This is an optimization exercise on Yosys and OpenROAD, whose aim is small area, not a production implementation.
In this exercise RTL edits were held to simulation tests only and were not proved equivalent to the original.
Power and IR drop assume default switching activity.

Setup of run 1:
==> flow/design.v <==
module sd_card_top
#(
	parameter  SPI_LOW_SPEED_DIV = 248,
	parameter  SPI_HIGH_SPEED_DIV = 0
)
(
	input            clk,
	input            rst,
	output           SD_nCS,
	output           SD_DCLK,
	output           SD_MOSI,
	input            SD_MISO,
	output reg       sd_init_done,
	input            sd_sec_read,
	input[31:0]      sd_sec_read_addr,
	output reg[7:0]  sd_sec_read_data,
	output reg       sd_sec_read_data_valid,
	output           sd_sec_read_end,
	input            sd_sec_write,
	input[31:0]      sd_sec_write_addr,
	input[7:0]       sd_sec_write_data,
	output           sd_sec_write_data_req,
	output           sd_sec_write_end
);
localparam [3:0] S_CMD0 = 4'b0000, S_CMD8 = 4'b0001, S_CMD55 = 4'b0010, S_CMD41 = 4'b0011,
	S_CMD16 = 4'b0100, S_CMD17 = 4'b0110, S_CMD24 = 4'b0111,
	S_IDLE = 4'b1000, S_WRW = 4'b1001, S_REND = 4'b1010, S_WEND = 4'b1011,
	S_READ = 4'b1100, S_WRITE = 4'b1101;
localparam [4:0] C_IDLE = 5'b00000, C_WAIT = 5'b00001, C_ERR = 5'b00010, C_ENDE = 5'b00011,
	C_END = 5'b00100, C_RACK = 5'b00110, C_WACK = 5'b00111,
	C_PRE = 5'b01000, C_RWAIT = 5'b01001, C_WTOK = 5'b01010, C_WSUC = 5'b01100, C_WBUSY = 5'b01101,
	C_WD0 = 5'b10100,
	C_INIT = 5'b11000, C_CMD = 5'b11001, C_CDATA = 5'b11010, C_READ = 5'b11011,
	C_WD1 = 5'b11100, C_WCRC = 5'b11101;
reg  [3:0]  ss;
reg  [4:0]  cs;
reg         req;         
reg         wr_req;      
reg  [31:0] addr;        
reg  [15:0] bc;          
reg         ncs;
localparam [4:0] H_LAST = 5'd16, H_AW = 5'd18, H_IDLE = 5'd20, H_RST = 5'd21;
reg  [4:0] h;
reg        ccf;          
reg  [7:0] rx;           
reg        mosi_q;       
wire edge_c = sd_init_done ? ccf : (addr[7:0] == 8'hec);
wire active = ~h[4] | (h == H_LAST);
wire ack    = (h == H_LAST) & edge_c;
reg  [2:0] idx;
always @(*)
	case (h[3:0])
		4'd0, 4'd1, 4'd2: idx = 3'd7;
		4'd3, 4'd4:       idx = 3'd6;
		4'd5, 4'd6:       idx = 3'd5;
		4'd7, 4'd8:       idx = 3'd4;
		4'd9, 4'd10:      idx = 3'd3;
		4'd11, 4'd12:     idx = 3'd2;
		4'd13, 4'd14:     idx = 3'd1;
		default:          idx = 3'd0;
	endcase
wire [7:0] tbyte;
assign SD_MOSI = h[4] ? mosi_q : tbyte[idx];
assign SD_DCLK = ~h[0];
always @(posedge clk or posedge rst)
	if (rst) begin
		h <= H_RST;
		mosi_q <= 1'b0;
	end else begin
		mosi_q <= SD_MOSI;
		if (h == H_RST || h == H_AW)
			h <= H_IDLE;
		else if (h == H_IDLE) begin
			if (cs[3] & wr_req) h <= 5'd0;
		end else if (edge_c)
			h <= (h == H_LAST) ? H_AW : h + 5'd1;
	end
always @(posedge clk) begin
	ccf <= active & ~ccf;
	if (~h[4] & edge_c & h[0]) rx <= {rx[6:0], SD_MISO};
end
wire bc_511  = bc[3] & bc[4] & ~bc[5] & ~bc[9] & bc[12] & bc[14];     
wire bc_512  = bc[0] & bc[4] & ~bc[6] & ~bc[10] & ~bc[11] & bc[13];  
wire bc_513  = bc[1] & bc[5] & ~bc[7] & ~bc[11] & ~bc[12] & bc[14];   
wire bc_last = (bc == 16'h8000);
wire bc_lo   = (bc[15:5] == 11'd0);
assign SD_nCS = ncs;
assign sd_sec_read_end = (ss == S_REND);
assign sd_sec_write_end = (ss == S_WEND);
assign sd_sec_write_data_req = (cs == C_WD0);
wire r1 = (ss == S_CMD0) | (ss == S_CMD8) | (ss == S_CMD55);
wire r1_ok = (rx[7:1] == 7'd0) & (rx[0] == r1);
wire cs_ackst = ~cs[4] & ~cs[3] & cs[2];    
always @(posedge clk)
	req <= (~ss[3] | ss[2]) & ~cs_ackst;
always @(posedge clk or posedge rst)
	if (rst) begin
		ss <= S_IDLE;
		sd_init_done <= 1'b0;
	end else begin
		if (ss == S_CMD41 && cs == C_END) sd_init_done <= 1'b1;
		case (ss)
			S_IDLE:  ss <= S_CMD0;
			S_CMD0:  if (cs == C_END) ss <= S_CMD8;
			S_CMD8:  if (cs == C_END) ss <= S_CMD55;
			S_CMD55: if (cs == C_END) ss <= S_CMD41;
			S_CMD41: if (cs == C_END) ss <= S_CMD16; else if (cs == C_ENDE) ss <= S_CMD55;
			S_CMD16: if (cs == C_END) ss <= S_WRW;   else if (cs == C_ENDE) ss <= S_CMD55;
			S_WRW:   if (sd_sec_write) ss <= S_CMD24; else if (sd_sec_read) ss <= S_CMD17;
			S_CMD24: if (cs == C_END) ss <= S_WRITE;
			S_CMD17: if (cs == C_END) ss <= S_READ;
			S_WRITE: if (cs == C_WACK) ss <= S_WEND;
			S_READ:  if (cs == C_RACK) ss <= S_REND;
			default: ss <= S_WRW;
		endcase
	end
wire a_w = (ss == S_WRW) & sd_sec_write;
wire a_r = (ss == S_WRW) & ~sd_sec_write;
wire a_d = (cs == C_WD1) & ~wr_req;
wire a_h = (ss != S_WRW);
wire a_c = ~sd_init_done & active & ~edge_c;
always @(posedge clk) begin
	addr[31:8] <= ({24{a_w}} & sd_sec_write_addr[31:8]) | ({24{a_r}} & sd_sec_read_addr[31:8]) |
	              ({24{a_h}} & addr[31:8]);
	if (sd_init_done)
		addr[7:0] <= ({8{a_w}} & sd_sec_write_addr[7:0]) | ({8{a_r}} & sd_sec_read_addr[7:0]) |
		             ({8{a_d}} & sd_sec_write_data) | ({8{a_h & ~a_d}} & addr[7:0]);
	else
		addr[7:0] <= {8{a_c}} & {addr[6:0], ~(addr[7] ^ addr[5] ^ addr[4] ^ addr[3])};
end
wire rw  = (cs == C_CMD) & (ss[2:1] == 2'b11);
wire ab1 = rw & bc_lo & (bc[4:0] == 5'h01);
wire ab2 = rw & bc_lo & (bc[4:0] == 5'h02);
wire ab3 = rw & bc_lo & (bc[4:0] == 5'h04);
wire ab4 = (rw & bc_lo & (bc[4:0] == 5'h08)) | (cs == C_WD1);
reg [7:0] cconst;
always @(*) begin
	cconst = 8'hff;
	if (cs == C_WTOK)
		cconst = 8'hfe;
	else if (cs == C_WD1)
		cconst = 8'h00;
	else if (cs == C_CMD && bc_lo)
		case (bc[4:0])
			5'h00: case (ss)
				S_CMD0:  cconst = 8'h40;
				S_CMD8:  cconst = 8'h48;
				S_CMD55: cconst = 8'h77;
				S_CMD41: cconst = 8'h69;
				S_CMD16: cconst = 8'h50;
				S_CMD17: cconst = 8'h51;
				default: cconst = 8'h58;
			endcase
			5'h01: cconst = (ss == S_CMD41) ? 8'h40 : 8'h00;
			5'h02: cconst = 8'h00;
			5'h04: cconst = (ss == S_CMD8) ? 8'h01 : (ss == S_CMD16) ? 8'h02 : 8'h00;
			5'h08: cconst = (ss == S_CMD8) ? 8'haa : 8'h00;
			5'h10: cconst = (ss == S_CMD0) ? 8'h95 : (ss == S_CMD8) ? 8'h87 : 8'hff;
			default: cconst = 8'hff;
		endcase
end
assign tbyte = cconst | ({8{ab1}} & addr[31:24]) | ({8{ab2}} & addr[23:16]) |
               ({8{ab3}} & addr[15:8]) | ({8{ab4}} & addr[7:0]);
reg [4:0] cn;
always @(*) begin
	cn = cs;
	case (cs)
		C_IDLE:  cn = C_INIT;
		C_INIT:  if (ack & bc[9]) cn = C_WAIT;
		C_WAIT:  if (req) cn = (ss == S_READ) ? C_RWAIT : (ss == S_WRITE) ? C_WTOK : C_PRE;
		C_PRE:   if (ack) cn = C_CMD;
		C_CMD:   if (ack) begin
				if (bc_last | (~r1_ok & ~rx[7])) cn = C_ERR;
				else if (r1_ok) cn = (ss == S_CMD8) ? C_CDATA : C_END;
			end
		C_CDATA: if (ack & bc[2]) cn = C_END;
		C_RWAIT: if (ack & (rx == 8'hfe)) cn = C_READ;
		C_READ:  if (ack & bc_513) cn = C_RACK;
		C_WTOK:  if (ack) cn = C_WD0;
		C_WD0:   cn = C_WD1;
		C_WD1:   if (ack) cn = bc_511 ? C_WCRC : C_WD0;
		C_WCRC:  if (ack & bc[0]) cn = C_WSUC;
		C_WSUC:  if (ack & (rx[4:0] == 5'b00101)) cn = C_WBUSY;
		C_WBUSY: if (ack & (&rx)) cn = C_WACK;
		C_ERR:   cn = C_ENDE;
		default: cn = C_WAIT;
	endcase
end
always @(posedge clk or posedge rst)
	if (rst) begin
		cs <= C_IDLE;
		wr_req <= 1'b0;
		ncs <= 1'b1;
		sd_sec_read_data_valid <= 1'b0;
		sd_sec_read_data <= 8'd0;
	end else begin
		cs <= cn;
		wr_req <= cs[3];
		if (cs == C_PRE) ncs <= 1'b1;
		else if (cs == C_CMD) ncs <= 1'b0;
		sd_sec_read_data_valid <= (cs == C_READ) & ~bc_512 & ~bc_513 & ack;
		if (cs == C_READ && ack) sd_sec_read_data <= rx;
	end
wire bc_clr = ~cs[4] |
              ((cs == C_CMD) & ack & r1_ok & (ss == S_CMD8)) |
              ((cs == C_WD1) & ack & bc_511);
always @(posedge clk)
	if (bc_clr) bc <= 16'd0;
	else if (ack) bc <= {bc[14:0], bc[15] ^ bc[13] ^ bc[12] ^ bc[10] ^ (bc[14:0] == 15'd0)};
endmodule
Settings: LEC_CHECK=0, CAP_MARGIN=0, CORE_MARGIN=2, CORE_UTILIZATION=60, GPL_TIMING_DRIVEN=0, SLEW_MARGIN=0; clock period 5.0 ns.
standard.sh (not shown) runs the stock make flow with config.mk's settings and CLKGATE_MAP_FILE= SYNTH_SCRIPT=/design/flow/synth_recipe.tcl, a recipe that flattens the netlist after the stock synthesis.
==> flow/flow/run.sh <==
#!/bin/bash
# Own layout flow: the standard layout (standard.sh, all ORFS steps) with two changes:
#  1. synthesis maps logic with an area-oriented ABC script (flow/area.abc) instead of
#     ORFS's speed script; everything else in synthesis (registers included) is unchanged;
#  2. clock tree synthesis inserts no dummy loads (CTS_ARGS, from CTS_ARGS_OWN below).
# Each tool's output is in the ORFS logs under orfs/logs/; make's own output is in flow_make.log.
set -euo pipefail
W=$(pwd)
F="$W/flow"
cat > "$W/own_synth.tcl" <<EOT
# The standard flow's synthesis (synth_recipe.tcl), with abc's -script and -D replaced by flow/area.abc
proc abc {args} {
  set out {}
  set skip 0
  foreach a \$args {
    if {\$skip} { set skip 0; continue }
    if {\$a eq "-script" || \$a eq "-D"} { set skip 1; continue }
    lappend out \$a
  }
  yosys abc -script $F/area.abc {*}\$out
}
source $W/synth_recipe.tcl
EOT
sed "s#SYNTH_SCRIPT=[^ ]*synth_recipe.tcl#SYNTH_SCRIPT=$W/own_synth.tcl#" "$W/standard.sh" > "$W/own_standard.sh"
grep -q "SYNTH_SCRIPT=$W/own_synth.tcl" "$W/own_standard.sh"
export CTS_ARGS="-sink_clustering_enable -repair_clock_nets -dont_use_dummy_load -buf_list sky130_fd_sc_hd__clkbuf_8 -root_buf sky130_fd_sc_hd__clkbuf_8"
bash "$W/own_standard.sh" > "$W/flow_make.log" 2>&1
==> flow/flow/area.abc <==
strash
dc2
&get -n
&deepsyn -I 1 -T 1000
&nf -a -R 1000
&put
mfs3 -ae
topo
Run 1 reached the final stage; the timing, DRC and antenna checks on its layout passed.
diff inputs: run 1 => run 2
diff --git a/flow/flow/run.sh b/flow/flow/run.sh
--- a/flow/flow/run.sh
+++ b/flow/flow/run.sh
@@ -1,6 +1,7 @@
 #!/bin/bash
-# Own layout flow: the standard layout (standard.sh, all ORFS steps) with two changes:
+# Own layout flow: the standard layout (standard.sh, all ORFS steps) with these changes:
 #  1. synthesis maps logic with an area-oriented ABC script (flow/area.abc) instead of
 #     ORFS's speed script; everything else in synthesis (registers included) is unchanged;
-#  2. clock tree synthesis inserts no dummy loads (CTS_ARGS, from CTS_ARGS_OWN below).
+#  2. clock tree synthesis uses clkbuf_4 buffers (clkbuf_8 at the root) and inserts no dummy loads (CTS_ARGS);
+#  3. every input and output port still gets its own buffer, but a buf_1 (BUFFER_PORTS_ARGS).
 # Each tool's output is in the ORFS logs under orfs/logs/; make's own output is in flow_make.log.
@@ -25,3 +26,4 @@
 grep -q "SYNTH_SCRIPT=$W/own_synth.tcl" "$W/own_standard.sh"
-export CTS_ARGS="-sink_clustering_enable -repair_clock_nets -dont_use_dummy_load -buf_list sky130_fd_sc_hd__clkbuf_8 -root_buf sky130_fd_sc_hd__clkbuf_8"
+export BUFFER_PORTS_ARGS="-inputs -outputs -buffer_cell sky130_fd_sc_hd__buf_1"
+export CTS_ARGS="-sink_clustering_enable -repair_clock_nets -dont_use_dummy_load -buf_list sky130_fd_sc_hd__clkbuf_4 -root_buf sky130_fd_sc_hd__clkbuf_8"
 bash "$W/own_standard.sh" > "$W/flow_make.log" 2>&1
==> flow/flow/area.abc <==
strash
dc2
&get -n
&deepsyn -T 30
&nf -a -R 1000
&put
mfs3 -ae
topo
==> run summary <==
Final cell area: run 2 below run 1. Looking only at clock share of power, and setting everything else aside, the lower value of run 1 and run 2 goes to run 1. Post-route fraction of the period consumed by the critical path in run 2 vs run 1: down 1.1 points. Number of vias per cell after detailed routing (run 2 vs. run 1) decreases slightly. For the total chip power, run 2 came in 670 µW lower than run 1 did. From run 1 to run 2 the numbers moved as follows: wire length on met1 saw an increase; area after synthesis saw little to no change. Run 2 ends up with a final-layout fill cell count that is 78 higher than in run 1.
Input changes introduced in run 3 (baseline for comparison: run 2):
diff --git a/flow/flow/run.sh b/flow/flow/run.sh
--- a/flow/flow/run.sh
+++ b/flow/flow/run.sh
@@ -1,7 +1,6 @@
 #!/bin/bash
-# Own layout flow: the standard layout (standard.sh, all ORFS steps) with these changes:
+# Own layout flow: the standard layout (standard.sh, all ORFS steps) with two changes:
 #  1. synthesis maps logic with an area-oriented ABC script (flow/area.abc) instead of
 #     ORFS's speed script; everything else in synthesis (registers included) is unchanged;
-#  2. clock tree synthesis uses clkbuf_4 buffers (clkbuf_8 at the root) and inserts no dummy loads (CTS_ARGS);
-#  3. every input and output port still gets its own buffer, but a buf_1 (BUFFER_PORTS_ARGS).
+#  2. clock tree synthesis inserts no dummy loads (CTS_ARGS, from CTS_ARGS_OWN below).
 # Each tool's output is in the ORFS logs under orfs/logs/; make's own output is in flow_make.log.
@@ -27,3 +26,3 @@
 export BUFFER_PORTS_ARGS="-inputs -outputs -buffer_cell sky130_fd_sc_hd__buf_1"
-export CTS_ARGS="-sink_clustering_enable -repair_clock_nets -dont_use_dummy_load -buf_list sky130_fd_sc_hd__clkbuf_4 -root_buf sky130_fd_sc_hd__clkbuf_8"
+export CTS_ARGS="-sink_clustering_enable -repair_clock_nets -dont_use_dummy_load -buf_list sky130_fd_sc_hd__clkbuf_8 -root_buf sky130_fd_sc_hd__clkbuf_8"
 bash "$W/own_standard.sh" > "$W/flow_make.log" 2>&1
--- outcome ---
Status: initial antenna violation count parity (run 2, run 3)
Run 2 -> run 3: HPWL after detailed placement delta 0, exact match
The maximum clock rate on run 3 is in line with that on run 2.
Run 3 -> run 2: non-clock inverter instance count of the final layout delta 0, exact match
Delta (run 3 minus run 2): worst reg-to-reg path cell count about even, die extent in x about even.
Reported for run 2 and run 3, post-route core utilization turned out identical to the last digit.

==> separate check: timing with driven ports <==
The flow's constraints put no driver on any port. The routed layouts listed below were extracted and timed again, unchanged, in two steps. Step 1 sets driving cells, clkbuf_16 on the clock port and buf_2 on the other inputs (assumed; they add their load-dependent delay and slew). Step 2 adds t to the input delays and takes it off the output delays; t is the mean of the earliest and latest rising clock arrival at the registers after step 1. Input paths then give back, and output paths get back, about the clock's delay inside the block. Three values: no drivers, after step 1, after step 2; two values: the first two.
run	t, ns	setup slack, ns	hold WS [ns]	clock arrival spread, ns
run 1	0.363	0.207 / 0.178 / 0.542	0.414 / 0.414 / 0.414	0.021 / 0.021
run 2	0.363	0.263 / 0.235 / 0.598	0.417 / 0.417 / 0.417	0.023 / 0.023
run 3	0.363	0.263 / 0.235 / 0.598	0.417 / 0.417 / 0.417	0.023 / 0.023
After both steps setup and hold are still met in every run listed.
